Context: an optimization exercise on an open-source flow, tuned for small area, a short achievable clock period and few clock cycles per item. The choices shown serve that exercise and are no tape-out recipe.
Where RTL was checked, it was by simulation tests only, not by an equivalence proof against the original.
Only the layout flow was run in runs 2 and 3; the RTL was not checked for function there.

<file path="flow/flow/run.sh">
#!/bin/bash
# Layout flow: the standard layout (standard.sh), unchanged except that
# the port buffers that global placement inserts are the smallest buffer
# cell, sky130_fd_sc_hd__buf_1, instead of the default pick.  Every input and
# output port still gets its own buffer; resizing may upsize them later.
set -euo pipefail
export BUFFER_PORTS_ARGS="-buffer_cell sky130_fd_sc_hd__buf_1"
bash standard.sh finish > standard_flow.log 2>&1
</file>
<file path="flow/standard.sh">
#!/bin/bash
# synth_recipe.tcl (not shown) runs the flow's synth.tcl, then flattens the netlist and writes it again
# the make line also repeats each setting of config.mk as NAME=value (left out here)
make -C /OpenROAD-flow-scripts/flow DESIGN_CONFIG=/design/flow/config.mk WORK_HOME=/design/flow/orfs CLKGATE_MAP_FILE= SYNTH_SCRIPT=/design/flow/synth_recipe.tcl "${@:-finish}"
</file>
<file path="flow/config.mk">
export PLATFORM = sky130hd
export DESIGN_NAME = sha1_block
export DESIGN_NICKNAME = sha1_block
export VERILOG_FILES = /design/flow/design.v
export SDC_FILE = /design/flow/constraint.sdc
export NUM_CORES = 4
export LEC_CHECK = 0
export CAP_MARGIN = 20
export CORE_MARGIN = 2
export CORE_UTILIZATION = 40
export CTS_CLUSTER_DIAMETER = 100
export CTS_CLUSTER_SIZE = 24
export PLACE_DENSITY = 0.6
export SETUP_SLACK_MARGIN = 5
export SLEW_MARGIN = 20
export SYNTH_HIERARCHICAL = 1
</file>
<file path="flow/constraint.sdc">
create_clock -name core_clock -period 10.0 [get_ports {clk}]
set_input_delay 2.0000 -clock core_clock [delete_from_list [all_inputs] [get_ports {clk}]]
set_output_delay 2.0000 -clock core_clock [all_outputs]
set_load 0.01 [all_outputs]
</file>
<file path="flow/design.v">
module w_machine (
    input wire clk,
    input wire start,
    input wire [5:0] cnt,
    input wire [511:0] block,
    input wire [31:0] h3,
    input wire [31:0] h4,
    output wire [63:0] w2);
reg [511:0] win;     
reg [7:1] sel_blk;
reg sel_h, sel_exp;
wire [31:0] w0  = win[511:480];
wire [31:0] w1  = win[479:448];
wire [31:0] w2_ = win[447:416];
wire [31:0] w3  = win[415:384];
wire [31:0] w8  = win[255:224];
wire [31:0] w9  = win[223:192];
wire [31:0] w13 = win[95:64];
wire [31:0] w14 = win[63:32];
wire [31:0] xa = w13 ^ w8 ^ w2_ ^ w0;
wire [31:0] xb = w14 ^ w9 ^ w3 ^ w1;
wire [63:0] expanded = {xa[30:0], xa[31], xb[30:0], xb[31]};
reg [63:0] picked;
integer p;
always @(*) begin
    picked = ({64{sel_h}} & {h4, h3}) | ({64{sel_exp}} & expanded);
    for (p = 1; p < 8; p = p + 1)
        picked = picked | ({64{sel_blk[p]}} & block[511 - 64*p -: 64]);
end
wire [63:0] w_in = start ? block[511:448] : picked;
assign w2 = win[63:0];
wire [5:0] n = start ? 6'd0 : cnt + 6'd1;
always @(posedge clk) begin
    win <= {win[447:0], w_in};
    for (p = 1; p < 8; p = p + 1)
        sel_blk[p] <= (n + 6'd1 == p);
    sel_h <= (n == 6'd39);
    sel_exp <= (n >= 6'd7) && (n != 6'd39);
end
endmodule
module sha1_gp (
    input wire g1, p1, g0, p0,
    output wire g, p);
assign g = g1 | (p1 & g0);
assign p = p1 & p0;
endmodule
module sha1_g (
    input wire g1, p1, g0,
    output wire g);
assign g = g1 | (p1 & g0);
endmodule
module sha1_add2 (
    input wire [31:0] x,
    input wire [31:0] y,
    output wire [31:0] s);
wire [31:0] g [0:5];
wire [31:0] p [0:5];
assign g[0] = x & y;
assign p[0] = x ^ y;
genvar l, i;
generate
    for (l = 0; l < 5; l = l + 1) begin : lvl
        for (i = 0; i < 32; i = i + 1) begin : bt
            if (((i >> l) & 1) == 1) begin : node
                localparam integer J = ((i >> l) << l) - 1;
                if ((i >> (l + 1)) == 0) begin : gonly
                    sha1_g n (.g1(g[l][i]), .p1(p[l][i]), .g0(g[l][J]), .g(g[l+1][i]));
                    assign p[l+1][i] = 1'b0;
                end else begin : gp
                    sha1_gp n (.g1(g[l][i]), .p1(p[l][i]), .g0(g[l][J]), .p0(p[l][J]),
                               .g(g[l+1][i]), .p(p[l+1][i]));
                end
            end else begin : pass
                assign g[l+1][i] = g[l][i];
                assign p[l+1][i] = p[l][i];
            end
        end
    end
endgenerate
assign s = p[0] ^ {g[5][30:0], 1'b0};
endmodule
module sha1_add2s (
    input wire [31:0] x,
    input wire [31:0] y,
    output wire [31:0] s);
wire [31:0] ug [0:5];
wire [31:0] up [0:5];
assign ug[0] = x & y;
assign up[0] = x ^ y;
genvar l, i;
generate
    for (l = 0; l < 5; l = l + 1) begin : upl
        for (i = 0; i < 32; i = i + 1) begin : bt
            if ((i % (2 << l)) == (2 << l) - 1) begin : node
                if (i == (2 << l) - 1) begin : gonly
                    sha1_g n (.g1(ug[l][i]), .p1(up[l][i]), .g0(ug[l][i - (1 << l)]),
                              .g(ug[l+1][i]));
                    assign up[l+1][i] = 1'b0;
                end else begin : gp
                    sha1_gp n (.g1(ug[l][i]), .p1(up[l][i]), .g0(ug[l][i - (1 << l)]),
                               .p0(up[l][i - (1 << l)]), .g(ug[l+1][i]), .p(up[l+1][i]));
                end
            end else begin : pass
                assign ug[l+1][i] = ug[l][i];
                assign up[l+1][i] = up[l][i];
            end
        end
    end
endgenerate
wire [31:0] cg [0:4];
assign cg[4] = ug[5];
generate
    for (l = 3; l >= 0; l = l - 1) begin : dnl
        for (i = 0; i < 32; i = i + 1) begin : bt
            if (i >= (2 << l) && (i % (2 << l)) == (1 << l) - 1) begin : node
                sha1_g n (.g1(cg[l+1][i]), .p1(up[l+1][i]), .g0(cg[l+1][i - (1 << l)]),
                          .g(cg[l][i]));
            end else begin : pass
                assign cg[l][i] = cg[l+1][i];
            end
        end
    end
endgenerate
assign s = up[0] ^ {cg[0][30:0], 1'b0};
endmodule
module sha1_add3 (
    input wire [31:0] x,
    input wire [31:0] y,
    input wire [31:0] z,
    output wire [31:0] s);
wire [31:0] cs_s = x ^ y ^ z;
wire [31:0] cs_c = (x & y) | (x & z) | (y & z);
sha1_add2 add (.x(cs_s), .y({cs_c[30:0], 1'b0}), .s(s));
endmodule
module sha1_add4 (
    input wire [31:0] x,
    input wire [31:0] y,
    input wire [31:0] z,
    input wire [31:0] w,
    output wire [31:0] s);
wire [31:0] cs_s = x ^ y ^ z;
wire [31:0] cs_c = (x & y) | (x & z) | (y & z);
sha1_add3 add (.x(cs_s), .y({cs_c[30:0], 1'b0}), .z(w), .s(s));
endmodule
module sha1_add3s (
    input wire [31:0] x,
    input wire [31:0] y,
    input wire [31:0] z,
    output wire [31:0] s);
wire [31:0] cs_s = x ^ y ^ z;
wire [31:0] cs_c = (x & y) | (x & z) | (y & z);
sha1_add2s add (.x(cs_s), .y({cs_c[30:0], 1'b0}), .s(s));
endmodule
module sha1_f (
    input wire ch,
    input wire maj,
    input wire [31:0] p,
    input wire [31:0] q,
    input wire [31:0] r,
    output wire [31:0] f);
assign f = ch  ? ((p & q) | (~p & r)) :
           maj ? ((p & q) | (p & r) | (q & r)) :
                 (p ^ q ^ r);
endmodule
module sha1_round (
    input wire [31:0] a,
    input wire [31:0] b,
    input wire [31:0] c,
    input wire [31:0] fr,
    input wire [31:0] x,
    input wire [31:0] y,
    input wire f_ch,
    input wire f_maj,
    output wire [31:0] t1,
    output wire [31:0] t2);
wire [31:0] f2, z;
sha1_add3 add_t1 (.x({a[26:0], a[31:27]}), .y(fr), .z(x), .s(t1));
sha1_f f_2 (.ch(f_ch), .maj(f_maj), .p(a), .q({b[1:0], b[31:2]}), .r(c), .f(f2));
sha1_add2 add_z (.x(f2), .y(y), .s(z));
sha1_add2 add_t2 (.x({t1[26:0], t1[31:27]}), .y(z), .s(t2));
endmodule
module sha1_block (
    input wire clk,
    input wire start,
    input wire [159:0] context_in,
    input wire [511:0] block,
    output wire done,
    output wire [159:0] context_out);
wire [31:0] h0 = context_in[159:128];
wire [31:0] h1 = context_in[127:96];
wire [31:0] h2 = context_in[95:64];
wire [31:0] h3 = context_in[63:32];
wire [31:0] h4 = context_in[31:0];
reg [5:0] cnt;
reg [31:0] a, b, c;
reg [31:0] fr;          
reg [31:0] x, y;        
reg f_ch, f_maj;        
reg [1:0] kidx;         
reg prep;               
reg pre_last;           
reg last;               
assign done = (cnt == 6'd41);
assign context_out = {a, b, c, y, x};
wire [63:0] w2;
w_machine w_machine (
    .clk(clk), .start(start), .cnt(cnt), .block(block), .h3(h3), .h4(h4),
    .w2(w2));
wire [31:0] k = (kidx == 2'd0) ? 32'h5A827999 :
                (kidx == 2'd1) ? 32'h6ED9EBA1 :
                (kidx == 2'd2) ? 32'h8F1BBCDC : 32'hCA62C1D6;
wire [31:0] kg = last ? 32'd0 : k;
wire f_ch_next = (cnt <= 6'd9);
wire f_maj_next = (cnt >= 6'd20) && (cnt <= 6'd29);
wire [31:0] t1, t2;
sha1_round sha1_round (
    .a(a), .b(b), .c(c), .fr(fr), .x(x), .y(y),
    .f_ch(f_ch), .f_maj(f_maj),
    .t1(t1), .t2(t2));
wire [31:0] b30 = {b[1:0], b[31:2]};
wire [31:0] a30 = {a[1:0], a[31:2]};
wire [31:0] fr_next;
sha1_f f_1 (.ch(f_ch_next), .maj(f_maj_next), .p(prep ? h1 : t1), .q(a30), .r(b30),
            .f(fr_next));
wire [31:0] x_next, y_next, b_next, c_next;
sha1_add3s add_x (.x(c), .y(kg), .z(w2[63:32]), .s(x_next));
sha1_add4 add_y (.x(b30), .y(kg), .z(w2[31:0]), .w(pre_last ? h0 : 32'd0),
                 .s(y_next));
sha1_add2 add_b (.x(t1), .y(last ? h1 : 32'd0), .s(b_next));
sha1_add2 add_c (.x(a30), .y(last ? h2 : 32'd0), .s(c_next));
always @(posedge clk) begin
    x <= x_next;
    y <= y_next;
    fr <= fr_next;
    f_ch <= f_ch_next;
    f_maj <= f_maj_next;
    prep <= start;
    pre_last <= !start && (cnt == 6'd38);
    last <= !start && (cnt == 6'd39);
    kidx <= start ? 2'd0 :
            (cnt <= 6'd8)  ? 2'd0 :
            (cnt <= 6'd18) ? 2'd1 :
            (cnt <= 6'd28) ? 2'd2 : 2'd3;
    if (start) begin
        cnt <= 6'd0;
        a <= {h2[29:0], h2[31:30]};
        b <= {h3[29:0], h3[31:30]};
        c <= h4;
    end else begin
        cnt <= cnt + 6'd1;
        a <= prep ? h0 : t2;
        b <= prep ? h1 : b_next;
        c <= c_next;
    end
end
endmodule
</file>
==> results.txt, run 1 <==
- Worst-Margin Slew: 1.07 ns
- First-pass GRT wire length: 245000 µm
- Final max-slew violation count: 0
- M1 WL: 73900 µm
- Slowest CP cell: dfxtp_1
- Seq/Total Area, Yosys: 0.361
- Detailed placement HPWL: 151000 µm
- Drt total wl: 182000 µm
- Largest family of logic cells by synthesized area: compound AO/OA/AOI/OAI gates
- Synthesis Warnings: 10
- Met3 wire len: 14600 µm
- Post-synth top cells: dfxtp_1, a21o_1, and2_1
- Clock buffer count from CTS: 40
- Largest cells by area after synthesis: dfxtp_1, a21o_1, fa_1
- Setup CP Type: reg -> reg
- Crit. End Element: flip-flop
- Global route overflow: 0
- Simple-gate share of the synthesized area: 0.0866
- Clock root buffer: clkbuf_16
- DR top layer: met5
- FF+latch count, synth: 726
- Initial Utilization: 0.403
- Yosys top cell area share: 0.361
- Min Tclk post-route: 4.85 ns
- Finished Cell Area: 45400 µm²
- Maximum fanout along the worst path: 9
- Fin crit share: 0.485
- Compound-cell area share of the yosys netlist: 0.169
- Syn avg cell area: 10.9 µm²
- Buf/Inv on CP: 0
- Most common cell on crit path: a21o_1
- H-tree Lvls: 2
- Critical Path Start Type: flip-flop
- Largest delay contributor family on the critical path: compound AO/OA/AOI/OAI gates
- Share of cells above drive strength 1: 0.0550
- Number of synthesized flops with an enable pin: 0
- IO Count: 835
- Met2 wire len: 82100 µm
- Worst Hold Class: reg -> reg
- Endpoints failing setup: 0
- Vias in the first global route: 31200
- DR WL/cell: 31.8 µm
- GPL Wtd Cong: 0.964
- Largest net degree at the start of global routing: 85
- TritonRoute pass-1 iters: 9
- Final nets: 5481
- Reg clk slew, reported paths: 0.11 ns
- CTS max path bufs: 3
- GRT Overall Usage: 0.341
- Setup TNS: 0 ns
- Cell breakdown of the critical path: fa_1 > mux2i_1 > mux2i_1 > ha_1 > and2_1 > a21o_1 > a21o_4 > a21o_4 > a21o_1 > xor2_1 > ha_1 > a21o_1 > a21o_1 > a21o_2 > a21o_1 > a21o_1 > xor3_1 > mux2i_1 > o21ai_0
- RSZ-0062 raised after global routing: yes
- Cells after Synth: 3682
- Clock skew: 0.0622 ns
- Input/output buffers: 834
- Vias per cell: 5.67
- Relative slew slack: 0.284
- Sink Count: 726
- Worst endpoint required time: 10.50 ns
- Total number of vias: 32500
- CTS tree: built
- Synth cell types: 51
- Multiplexer share of the synthesized area: 0.0815
- Die Y: 321 µm
- ANT nets after route: 0
- Number of max-cap violations: 0
- CP startpoint: c[3]
- Die area: 103000 µm²
- Syn Std Cell Area: 40300 µm²
- Initial DRC Count: 3453
- Final hold vios: 0
- Fillers: 9797
- Top-count cell post-synth: dfxtp_1
- Post-Place Cell Area: 43900 µm²
- Hold Buf Count CTS: 0
- Arr. time, crit path: 5.35 ns
- Status: finished clean
- Row Count: 116
- DRC: 0
- Initial antenna violation count: 57
- Clock Latency Late Sink: 0.65 ns
- Top FF cell, synth: dfxtp_1
- Post-synth top area cell: dfxtp_1
- Adder-Cell Fraction of Synth Area: 0.165
- Chip width: 321 µm
- FMAX: 0.206 GHz
- Reg2reg start: c[3]
- Ys async rst share: 0
- Worst hold path startpoint: w_machine.win[285]
- Core area: 100000 µm²
- Largest stage delay, worst path: 0.50 ns
- P&R area growth vs syn: 12.7%
- Synth Area in XOR/XNOR: 0.0959
- Worst hold slack: 0.299 ns
[Yosys stat by module, one instance, submodules excluded, a selection]
| module | times used | cells | cell area [µm²] |
|---|---|---|---|
| sha1_add3s | 1 | 33 | 648 |
| sha1_block | 1 | 666 | 7370 |
| sha1_g | 210 | 1 | 7.51 |
| sha1_add4 | 1 | 33 | 648 |
| w_machine | 1 | 1377 | 16500 |
| sha1_add3 | 2 | 33 | 648 |
| sha1_f | 2 | 136 | 1700 |
| sha1_add2s | 1 | 63 | 682 |
| sha1_add2 | 6 | 63 | 682 |
[per-layer routing]
| metal | global-route usage | vias to the layer above |
|---|---|---|
| met4 | 0.185 | 28 |
| met3 | 0.0721 | 356 |
| met2 | 0.541 | 1657 |
| met5 | 0 | - |
| li1 | - | 14400 |
| met1 | 0.433 | 16100 |
[cell type report]
type | count | area [µm²] | share of cell area
Sequential cell | 726 | 14600 | 0.323
Clock inverter | 11 | 163 | 0.00359
Antenna cell | 24 | 60.1 | 0.00132
Multi-Input combinational cell | 2704 | 24200 | 0.534
Inverter | 41 | 154 | 0.00339
Timing Repair Buffer | 877 | 3460 | 0.0764
Tap cell | 1298 | 1620 | 0.0358
Clock buffer | 44 | 1040 | 0.0229
[cells in the final DEF, fill, tap and decap left out, types with 16 or more instances in the layout]
| master | netlist | routed |
|---|---|---|
| buf_1 | 0 | 833 |
| dfxtp_1 | 726 | 677 |
| a21o_1 | 504 | 494 |
| and2_1 | 390 | 389 |
| xor2_1 | 278 | 269 |
| mux2i_1 | 256 | 256 |
| ha_1 | 229 | 229 |
| fa_1 | 188 | 188 |
| a21oi_1 | 138 | 138 |
| xnor2_1 | 131 | 131 |
| nand2_1 | 99 | 99 |
| a22oi_1 | 70 | 70 |
| mux2_2 | 64 | 64 |
| a222oi_1 | 64 | 64 |
| buf_4 | 84 | 42 |
| inv_1 | 41 | 41 |
| clkbuf_16 | 0 | 41 |
| o21ai_1 | 40 | 40 |
| nand4_1 | 36 | 36 |
| dfxtp_2 | 0 | 35 |
| nor2b_1 | 35 | 34 |
| a22o_1 | 29 | 29 |
| a221oi_1 | 29 | 29 |
| a41oi_1 | 29 | 29 |
| o21ai_0 | 26 | 26 |
| diode_2 | 0 | 24 |
| nor2_1 | 17 | 16 |
[flip-flops by register name, summed over array words and instances (netlist names), 2 cells and up]
signal / count
x: 32
cnt: 6
kidx: 2
y: 32
w_machine.sel_blk: 7
fr: 32
c: 32
a: 32
w_machine.win: 512
b: 32
[path summary, 6_finish.rpt]
check / end / slack (ns) / depth (start not counted)
worst min-delay path: w_machine.win[349] / 0.30 / 0
worst max-delay path: a[31] / 5.15 / 19
worst max register to register: a[31] / 5.15 / 19
worst min register to register: w_machine.win[349] / 0.30 / 0
[worst reg2reg max path, delay by kind of cell (launching register included)]
| kind | cells | cell delay, ns |
|---|---|---|
| mux | 3 | 0.35 |
| simple gates | 1 | 0.18 |
| fa+ha+maj | 3 | 1.17 |
| compound gates | 10 | 2.22 |
| flops | 1 | 0.50 |
| xor+xnor | 2 | 0.32 |
[cell families after synthesis]
family,count (synthesis)
buffers and inverters,253
flip-flops,726
XOR/XNOR,421
adder cells (fa/ha/maj),417
AO/OA/AOI/OAI,939
AND/OR/NAND/NOR,601
multiplexers,320
other,5
[metrics by stage]
step | setup slack [ns] | util | cells
3_3_place_gp | 4.33 | 0.439 | 5644
4_1_cts | 5.00 | 0.452 | 5699
5_1_grt | 4.98 | 0.453 | 5714
2_1_floorplan | 5.46 | - | 3683
3_5_place_dp | 4.19 | 0.439 | 5644
6_report | 5.15 | 0.454 | 5725
[timing repair]
| item | 4_1_cts | 5_1_grt |
|---|---|---|
| setup buffers | 0 | 2 |
| pin swaps | 0 | 1 |
| gates resized for setup | 30 | 36 |
| setup endpoints to repair | 58 | 34 |
Testbench counts, summed over its fixed seeds: cycles 16,128, items 384.
==> inputs of run 2 (changes only) <==
--- a/flow/design.v
+++ b/flow/design.v
@@ -20,14 +20,17 @@
 wire [31:0] xa = w13 ^ w8 ^ w2_ ^ w0;
 wire [31:0] xb = w14 ^ w9 ^ w3 ^ w1;
 wire [63:0] expanded = {xa[30:0], xa[31], xb[30:0], xb[31]};
-reg [63:0] picked;
+wire [7:1] use_blk = sel_blk & {7{!start}};
+wire use_h = sel_h && !start;
+wire use_exp = sel_exp && !start;
+reg [63:0] w_in;
 integer p;
 always @(*) begin
-    picked = ({64{sel_h}} & {h4, h3}) | ({64{sel_exp}} & expanded);
+    w_in = ({64{start}} & block[511:448]) | ({64{use_h}} & {h4, h3}) |
+           ({64{use_exp}} & expanded);
     for (p = 1; p < 8; p = p + 1)
-        picked = picked | ({64{sel_blk[p]}} & block[511 - 64*p -: 64]);
+        w_in = w_in | ({64{use_blk[p]}} & block[511 - 64*p -: 64]);
 end
-wire [63:0] w_in = start ? block[511:448] : picked;
 assign w2 = win[63:0];
 wire [5:0] n = start ? 6'd0 : cnt + 6'd1;
 always @(posedge clk) begin
==> results.txt, run 2 <==
- Clock skew: 0.0340 ns (-0.0282 ns)
- P&R area growth vs syn: 13.3%
- Top-count cell post-synth: dfxtp_1
- Share of cells above drive strength 1: 0.0554 (+0.000478)
- Hold path endpoint: w_machine.win[341]
- First-pass GRT wire length: 231000 µm (-5.5%)
- Final hold vios: 0 (unchanged)
- Initial DRC Count: 2778 (-20%)
- Number of synthesized flops with an enable pin: 0 (unchanged)
- Endpoints failing setup: 0 (unchanged)
- Post-synth top cells: dfxtp_1, a21o_1, and2_1
- R2R Path End: y[31]
- ANT nets after route: 0 (unchanged)
- Simple-gate share of the synthesized area: 0.0899 (+0.00326)
- CTS max path bufs: 3 (unchanged)
- Largest stage delay, worst path: 0.83 ns (+0.33 ns)
- Largest family of logic cells by synthesized area: compound AO/OA/AOI/OAI gates
- Critical Path Start Type: flip-flop
- Setup CP Type: reg -> reg
- Detailed placement HPWL: 140000 µm (-7.5%)
- Compound-cell area share of the yosys netlist: 0.170 (+0.00113)
- DRC: 0 (unchanged)
- Total number of vias: 31800 (-2.1%)
- Commonest non-fill, non-tap cell in the layout: buf_1
- Maximum fanout along the worst path: 16 (+7)
- Largest cells by area after synthesis: dfxtp_1, a21o_1, fa_1
- Final nets: 5439 (-0.77%)
- Top FF cell, synth: dfxtp_1
- Ys async rst share: 0 (unchanged)
- R2R depth: 14 (-5)
- Row Count: 116 (unchanged)
- Most common cell on crit path: a21o_1
- Initial antenna violation count: 46 (-19%)
- Largest delay contributor family on the critical path: adder cells
- Seq/Total Area, Yosys: 0.362 (+0.000877)
- Worst hold slack: 0.316 ns (+0.0162 ns)
- Adder-Cell Fraction of Synth Area: 0.165 (+0.000400)
- Number of max-cap violations: 0 (unchanged)
- Worst-Margin Slew: 1.10 ns (+0.0301 ns)
- Most frequent cells in the layout: buf_1, dfxtp_1, a21o_1, and2_1, xor2_1
- FMAX: 0.202 GHz (-1.9%)
- RSZ-0062 raised after global routing: no
- Syn Std Cell Area: 40200 µm² (-0.24%)
- Synth cell types: 52 (+2.0%)
- Drt total wl: 169000 µm (-6.9%)
- Core area: 99900 µm² (-0.15%)
- Multi-input gate area: 24400 µm² (+0.63%)
- Fin crit share: 0.494 (+0.00960)
- Min Tclk post-route: 4.94 ns (+0.0960 ns)
- Arr. time, crit path: 5.46 ns (+0.11 ns)
- Levels on crit path: 14 (-5)
- Hold path depth: 0 (unchanged)
- Post-Place Cell Area: 43900 µm² (-0.13%)
- Worst Hold Class: reg -> reg
- Die Y: 321 µm (-0.12%)
- FF+latch area: 14600 µm² (+0.12%)
- Vias per cell: 5.59 (-1.5%)
- Yosys top cell area share: 0.362 (+0.000877)
- Clock root buffer: clkbuf_16
- Sink Count: 726 (unchanged)
- Finished Cell Area: 45500 µm² (+0.33%)
- TritonRoute pass-1 iters: 7 (-2)
- Max reg flops: 512 (unchanged)
- Clock Latency Late Sink: 0.63 ns (-0.02 ns)
- Vias in the first global route: 30800 (-1.3%)
- Worst hold path startpoint: w_machine.win[277]
- FF+latch count, synth: 726 (unchanged)
- IO Count: 835 (unchanged)
- Reg2reg start: kidx[0]
- Hold Buf Count CTS: 0 (unchanged)
- Biggest register: w_machine.win
- Status: finished clean
- Dpl ws: 4.27 ns (+0.0845 ns)
- GPL Wtd Cong: 0.967 (+0.30%)
- Setup TNS: 0 ns (unchanged)
- Clock buffer count from CTS: 43 (+7.5%)
- Cell breakdown of the critical path: inv_1 > ha_1 > nor2b_1 > or2_2 > fa_1 > fa_1 > ha_1 > a21o_1 > a21o_1 > a21o_2 > a21o_1 > buf_4 > a21o_1 > xor3_1
- Relative slew slack: 0.263 (-0.0208)
- Fillers: 9792 (-0.051%)
- Syn avg cell area: 11.0 µm² (+0.77%)
- Chip width: 321 µm (-0.12%)
- DR WL/cell: 29.7 µm (-6.4%)
- Buf/Inv on CP: 2 (+2)
- Global route overflow: 0 (unchanged)
- GRT Overall Usage: 0.318 (-0.0225)
- Synth Area in XOR/XNOR: 0.0961 (+0.000233)
- Die area: 103000 µm² (-0.24%)
- Reg clk slew, reported paths: 0.10 ns (about the same)
- Post-synth top area cell: dfxtp_1
- Worst endpoint required time: 10.52 ns (+0.02 ns)
- Crit. End Element: flip-flop
- H-tree Lvls: 2 (unchanged)
- Setup ws final: 5.06 ns (-0.0960 ns)
- Synthesis Warnings: 10 (unchanged)
- Input/output buffers: 834 (unchanged)
- Initial Utilization: 0.402 (about the same)
- Slowest CP cell: nor2b_1
- R2R setup slack: 5.06 ns (-0.10 ns)
- Cells after Synth: 3645 (-1.0%)
- CTS tree: built
- Largest net degree at the start of global routing: 148 (+74%)
- Multiplexer share of the synthesized area: 0.0817 (+0.000198)
- Final max-slew violation count: 0 (unchanged)
[run 2: cell type report]
cell class	instances	area share
Inverter	7	0.000577
Clock buffer	46	0.0248
Sequential cell	726	0.322
Timing Repair Buffer	866	0.0747
Multi-Input combinational cell	2704	0.536
Tap cell	1298	0.0357
Antenna cell	27	0.00148
Clock inverter	16	0.00525
[run 2: cells by family after synthesis]
| kind of cell | count (synthesis) |
|---|---|
| muxes | 320 |
| other | 5 |
| and+or+nand+nor | 636 |
| AOI/OAI and AO/OA | 904 |
| xor gates and xnor gates | 421 |
| DFF | 726 |
| buffers and inverters | 216 |
| adders and majority gates | 417 |
[run 2: what timing repair did]
item,4_1_cts,5_1_grt
resized for setup,24,50
pin swaps,0,0
setup buffers,1,2
endpoints found under the setup margin,42,32
[run 2: Yosys stat by module, one instance, submodules excluded, excerpt]
module	copies in the design	area, µm²	flops+latches
sha1_add2s	1	682	0
w_machine	1	16400	521
sha1_gp	292	13.8	0
sha1_add3s	1	648	0
sha1_add2	6	682	0
sha1_f	2	1700	0
sha1_add4	1	648	0
sha1_add3	2	648	0
sha1_block	1	7370	205
sha1_g	210	7.51	0
[run 2: worst max-delay path by stage]
stage	start	to	slack [ns]
floorplan	a[30]	a[31]	5.46
global placement	f_maj	a[31]	4.33
detailed placement	f_maj	a[31]	4.27
CTS	f_ch	a[31]	4.98
global route	a[29]	b[22]	5.01
finish	kidx[0]	y[31]	5.06
[run 2: per-layer routing]
metal  vias up  GRT usage  share of wire
met1     15900      0.431           0.44
li1      14300          -              -
met3       296     0.0681          0.075
met4        22      0.128          0.046
met2      1293      0.494           0.44
met5         -          0        0.00090
[run 2: per-stage QoR]
| step | cells | utilization |
|---|---|---|
| 6_report | 5690 | 0.456 |
| 3_5_place_dp | 5598 | 0.439 |
| 4_1_cts | 5661 | 0.454 |
| 3_3_place_gp | 5597 | 0.439 |
| 2_1_floorplan | 3646 | - |
| 5_1_grt | 5675 | 0.455 |
==> inputs of run 3 (changes only) <==
--- a/flow/design.v
+++ b/flow/design.v
@@ -20,25 +20,21 @@
 wire [31:0] xa = w13 ^ w8 ^ w2_ ^ w0;
 wire [31:0] xb = w14 ^ w9 ^ w3 ^ w1;
 wire [63:0] expanded = {xa[30:0], xa[31], xb[30:0], xb[31]};
-wire [7:1] use_blk = sel_blk & {7{!start}};
-wire use_h = sel_h && !start;
-wire use_exp = sel_exp && !start;
-reg [63:0] w_in;
+reg [63:0] picked;
 integer p;
 always @(*) begin
-    w_in = ({64{start}} & block[511:448]) | ({64{use_h}} & {h4, h3}) |
-           ({64{use_exp}} & expanded);
+    picked = ({64{sel_h}} & {h4, h3}) | ({64{sel_exp}} & expanded);
     for (p = 1; p < 8; p = p + 1)
-        w_in = w_in | ({64{use_blk[p]}} & block[511 - 64*p -: 64]);
+        picked = picked | ({64{sel_blk[p]}} & block[511 - 64*p -: 64]);
 end
-assign w2 = win[63:0];
-wire [5:0] n = start ? 6'd0 : cnt + 6'd1;
+assign w2 = start ? block[511:448] : picked;
+wire [5:0] n = start ? 6'd1 : cnt + 6'd1;
 always @(posedge clk) begin
-    win <= {win[447:0], w_in};
+    win <= {win[447:0], w2};
     for (p = 1; p < 8; p = p + 1)
-        sel_blk[p] <= (n + 6'd1 == p);
-    sel_h <= (n == 6'd39);
-    sel_exp <= (n >= 6'd7) && (n != 6'd39);
+        sel_blk[p] <= (n == p);
+    sel_h <= (n == 6'd40);
+    sel_exp <= (n >= 6'd8) && (n != 6'd40);
 end
 endmodule
 module sha1_gp (
@@ -200,7 +196,6 @@
 reg [31:0] x, y;        
 reg f_ch, f_maj;        
 reg [1:0] kidx;         
-reg prep;               
 reg pre_last;           
 reg last;               
 assign done = (cnt == 6'd41);
@@ -212,9 +207,9 @@
 wire [31:0] k = (kidx == 2'd0) ? 32'h5A827999 :
                 (kidx == 2'd1) ? 32'h6ED9EBA1 :
                 (kidx == 2'd2) ? 32'h8F1BBCDC : 32'hCA62C1D6;
-wire [31:0] kg = last ? 32'd0 : k;
-wire f_ch_next = (cnt <= 6'd9);
-wire f_maj_next = (cnt >= 6'd20) && (cnt <= 6'd29);
+wire [31:0] kg = start ? 32'h5A827999 : last ? 32'd0 : k;
+wire f_ch_next = start || (cnt <= 6'd9);
+wire f_maj_next = !start && (cnt >= 6'd20) && (cnt <= 6'd29);
 wire [31:0] t1, t2;
 sha1_round sha1_round (
     .a(a), .b(b), .c(c), .fr(fr), .x(x), .y(y),
@@ -222,12 +217,14 @@
     .t1(t1), .t2(t2));
 wire [31:0] b30 = {b[1:0], b[31:2]};
 wire [31:0] a30 = {a[1:0], a[31:2]};
+wire [31:0] nb = start ? h1 : t1;
+wire [31:0] nc = start ? h2 : a30;
+wire [31:0] nd = start ? h3 : b30;
 wire [31:0] fr_next;
-sha1_f f_1 (.ch(f_ch_next), .maj(f_maj_next), .p(prep ? h1 : t1), .q(a30), .r(b30),
-            .f(fr_next));
+sha1_f f_1 (.ch(f_ch_next), .maj(f_maj_next), .p(nb), .q(nc), .r(nd), .f(fr_next));
 wire [31:0] x_next, y_next, b_next, c_next;
-sha1_add3s add_x (.x(c), .y(kg), .z(w2[63:32]), .s(x_next));
-sha1_add4 add_y (.x(b30), .y(kg), .z(w2[31:0]), .w(pre_last ? h0 : 32'd0),
+sha1_add3s add_x (.x(start ? h4 : c), .y(kg), .z(w2[63:32]), .s(x_next));
+sha1_add4 add_y (.x(nd), .y(kg), .z(w2[31:0]), .w(pre_last ? h0 : 32'd0),
                  .s(y_next));
 sha1_add2 add_b (.x(t1), .y(last ? h1 : 32'd0), .s(b_next));
 sha1_add2 add_c (.x(a30), .y(last ? h2 : 32'd0), .s(c_next));
@@ -237,7 +234,6 @@
     fr <= fr_next;
     f_ch <= f_ch_next;
     f_maj <= f_maj_next;
-    prep <= start;
     pre_last <= !start && (cnt == 6'd38);
     last <= !start && (cnt == 6'd39);
     kidx <= start ? 2'd0 :
@@ -245,14 +241,14 @@
             (cnt <= 6'd18) ? 2'd1 :
             (cnt <= 6'd28) ? 2'd2 : 2'd3;
     if (start) begin
-        cnt <= 6'd0;
-        a <= {h2[29:0], h2[31:30]};
-        b <= {h3[29:0], h3[31:30]};
-        c <= h4;
+        cnt <= 6'd1;
+        a <= h0;
+        b <= h1;
+        c <= h2;
     end else begin
         cnt <= cnt + 6'd1;
-        a <= prep ? h0 : t2;
-        b <= prep ? h1 : b_next;
+        a <= t2;
+        b <= b_next;
         c <= c_next;
     end
 end
--- a/flow/config.mk
+++ b/flow/config.mk
@@ -9,7 +9,7 @@
 export CORE_MARGIN = 2
 export CORE_UTILIZATION = 40
 export CTS_CLUSTER_DIAMETER = 100
-export CTS_CLUSTER_SIZE = 24
+export CTS_CLUSTER_SIZE = 20
 export PLACE_DENSITY = 0.6
 export SETUP_SLACK_MARGIN = 5
 export SLEW_MARGIN = 20
==> results.txt, run 3 <==
- Sink Count: 725 (-0.14%)
- Worst hold path startpoint: w_machine.win[150]
- Total number of vias: 33200 (+4.5%)
- Arr. time, crit path: 5.77 ns (+0.31 ns)
- CTS tree: built
- FF+latch area: 14600 µm² (-0.18%)
- Final max-slew violation count: 0 (unchanged)
- IO Count: 835 (unchanged)
- Dpl cells: 5777 (+3.2%)
- Number of max-cap violations: 0 (unchanged)
- Drt total wl: 176000 µm (+3.9%)
- Clock buffer count from CTS: 45 (+4.7%)
- Final nets: 5721 (+5.2%)
- Hold Buf Count CTS: 0 (unchanged)
- Worst hold slack: 0.301 ns (-0.0149 ns)
- Top FF cell, synth: dfxtp_1
- Initial DRC Count: 3236 (+16%)
- Synth cell types: 54 (+3.8%)
- Fin cells: 5956 (+4.7%)
- Vias in the first global route: 31800 (+3.1%)
- Most frequent cells in the layout: buf_1, dfxtp_1, a21o_1, and2_1, xor2_1
- Worst-Margin Slew: 1.05 ns (-0.0490 ns)
- Post-layout util: 0.486 (+0.0306)
- Reg clk slew, reported paths: 0.08 ns (-0.02 ns)
- Top-count cell post-synth: dfxtp_1
- Multi-input gate area: 25700 µm² (+5.4%)
- Post-synth top cells: dfxtp_1, a21o_1, and2_1
- Biggest register: w_machine.win
- Row Count: 116 (unchanged)
- Max reg flops: 512 (unchanged)
- Initial Utilization: 0.403 (+0.000430)
- Setup CP Type: in -> reg
- Die area: 103000 µm² (+0.25%)
- Chip width: 321 µm (+0.12%)
- DR WL/cell: 29.5 µm (-0.71%)
- Fillers: 9439 (-3.6%)
- CP startpoint: context_in[2]
- Post-synth top area cell: dfxtp_1
- Worst Hold Class: reg -> reg
- Slowest CP cell: fa_1
- Yosys top cell area share: 0.360 (-0.00141)
- Clock root buffer: clkbuf_16
- Clock Latency Late Sink: 0.64 ns (about the same)
- H-tree Lvls: 2 (unchanged)
- Min Tclk post-route: 5.26 ns (+0.318 ns)
- Share of cells above drive strength 1: 0.117 (+0.0620)
- FF+latch count, synth: 725 (-0.14%)
- Largest stage delay, worst path: 0.54 ns (-0.29 ns)
- Cells after Synth: 3769 (+3.4%)
- Crit. End Element: flip-flop
- Input/output buffers: 834 (unchanged)
- Detailed placement HPWL: 137000 µm (-1.7%)
- Largest cells by area after synthesis: dfxtp_1, a21o_1, fa_1
- Critical Path Start Type: input pin
- Final hold vios: 0 (unchanged)
- ANT nets after route: 0 (unchanged)
- Cell breakdown of the critical path: buf_2 > a222oi_1 > nand4_1 > a21oi_2 > a21oi_2 > fa_1 > ha_4 > and2_4 > a21o_1 > a21o_4 > a21o_4 > a21o_4 > a21o_1 > a21o_1 > a21o_1 > xor3_1
- Synthesis Warnings: 10 (unchanged)
- Reg2reg start: a[1]
- Largest net degree at the start of global routing: 75 (-49%)
- Relative slew slack: 0.297 (+0.0334)
- Setup TNS: 0 ns (unchanged)
- Maximum fanout along the worst path: 2 (-14)
- Syn Std Cell Area: 40300 µm² (+0.25%)
- Initial antenna violation count: 56 (+22%)
- Syn avg cell area: 10.7 µm² (-3.0%)
- Clock skew: 0.0466 ns (+0.0126 ns)
- GPL Wtd Cong: 0.977 (+1.0%)
- Die Y: 321 µm (+0.12%)
- Endpoints failing setup: 0 (unchanged)
- Commonest non-fill, non-tap cell in the layout: buf_1
- Number of synthesized flops with an enable pin: 0 (unchanged)
- Most common cell on crit path: a21o_1
- CTS max path bufs: 3 (unchanged)
- FMAX: 0.190 GHz (-6.0%)
- Fin crit share: 0.526 (+0.0318)
- Seq/Total Area, Yosys: 0.360 (-0.00141)
- RSZ-0062 raised after global routing: yes
- Vias per cell: 5.58 (-0.14%)
- Global route overflow: 0 (unchanged)
- Core area: 100000 µm² (+0.15%)
- DRC: 0 (unchanged)
- First-pass GRT wire length: 237000 µm (+2.5%)
- Worst endpoint required time: 10.51 ns (about the same)
- TritonRoute pass-1 iters: 7 (unchanged)
- P&R area growth vs syn: 20.8%
- Ys async rst share: 0 (unchanged)
- GRT Overall Usage: 0.324 (+0.00600)
- Status: finished clean
-- run 3: through the flow --
step           cell area (µm²)  setup slack [ns]
2_1_floorplan            40600              4.83
3_3_place_gp             44700              3.31
3_5_place_dp             44700              3.24
4_1_cts                  47400              4.73
5_1_grt                  48600              4.73
6_report                 48600              4.74
-- run 3: modules after synthesis (local to each module, per instance), a selection --
module	cell area, µm²	copies in the design	flops+latches
sha1_add2s	682	1	0
sha1_add3	648	2	0
sha1_add3s	648	1	0
sha1_add2	682	6	0
sha1_block	7900	1	204
sha1_g	7.51	210	0
w_machine	16000	1	521
sha1_add4	648	1	0
sha1_f	1700	2	0
sha1_gp	13.8	292	0
-- run 3: path summary, 6_finish.rpt --
kind,to,slack (ns),cells past startpoint
setup / recovery,x[31],4.74,16
hold / removal,w_machine.win[214],0.30,0
setup reg to reg,a[30],5.06,20
hold reg to reg,w_machine.win[214],0.30,0
-- run 3: critical path: cells and delay by family --
kind / cells / cell delay, ns
compound gates: 10 / 2.19
xor+xnor: 1 / 0.18
fa+ha+maj: 2 / 0.75
buf+inv: 1 / 0.16
simple gates: 2 / 0.47
-- run 3: cell families (layout without fill, tap and decap cells) --
family,count (synthesis),count (layout),synth area share
other cells,5,23,0.000466
mux,288,288,0.0746
xor+xnor,418,418,0.0952
simple gates,612,612,0.0890
fa+ha+maj,418,418,0.165
buf+inv,306,1176,0.0365
compound gates,997,998,0.179
flops,725,725,0.360
-- run 3: timing repair --
action | CTS | global route
endpoints found under the setup margin | 96 | 66
pin swaps | 63 | 81
gates cloned | 14 | 4
setup buffers | 39 | 46
gates resized for setup | 135 | 157
-- run 3: layout make-up --
| class | count | area share |
|---|---|---|
| inverter | 156 | 0.0120 |
| sequential | 725 | 0.301 |
| antenna | 17 | 0.000875 |
| tap | 1298 | 0.0334 |
| multi-input combinational | 2740 | 0.529 |
| clock inverter | 12 | 0.00432 |
| timing repair buffer | 961 | 0.0968 |
| clock buffer | 47 | 0.0233 |
-- run 3: routing by layer --
metal  track usage  routed length [µm]  vias to the layer above  part of all wire
li1              -                   -                    14900                 -
met1         0.455               77700                    16500              0.44
met2         0.502               77200                     1515              0.44
met3        0.0626               14400                      290             0.082
met4         0.102                6380                       34             0.036
met5             0                 235                        -            0.0013

-- re-timing with driven ports --
The flow's constraints put no driver on any port. The routed layouts listed below were extracted and timed again, unchanged, in two steps.
Step 1 sets driving cells, clkbuf_16 on the clock port and buf_2 on the other inputs (assumed; they add their load-dependent delay and slew).
Step 2 adds t to the input delays and takes it off the output delays; t is the mean of the earliest and latest rising clock arrival at the registers after step 1. Input paths then give back, and output paths get back, about the clock's delay inside the block.
Three values: ideal ports, drivers, drivers and shift; two values: the first two.
run | t (ns) | setup WS [ns] | cell pins on the clock port's net
run 1 | 0.701 | 5.152 / 5.152 / 5.020 | 1
run 2 | 0.681 | 5.056 / 5.056 / 4.955 | 1
run 3 | 0.686 | 4.738 / 4.539 / 3.853 | 1
After both steps setup and hold are still met in every run listed. For run 3, which loses most, drivers alone change the setup slack by -0.199 ns; drivers and shift together by -0.885 ns.
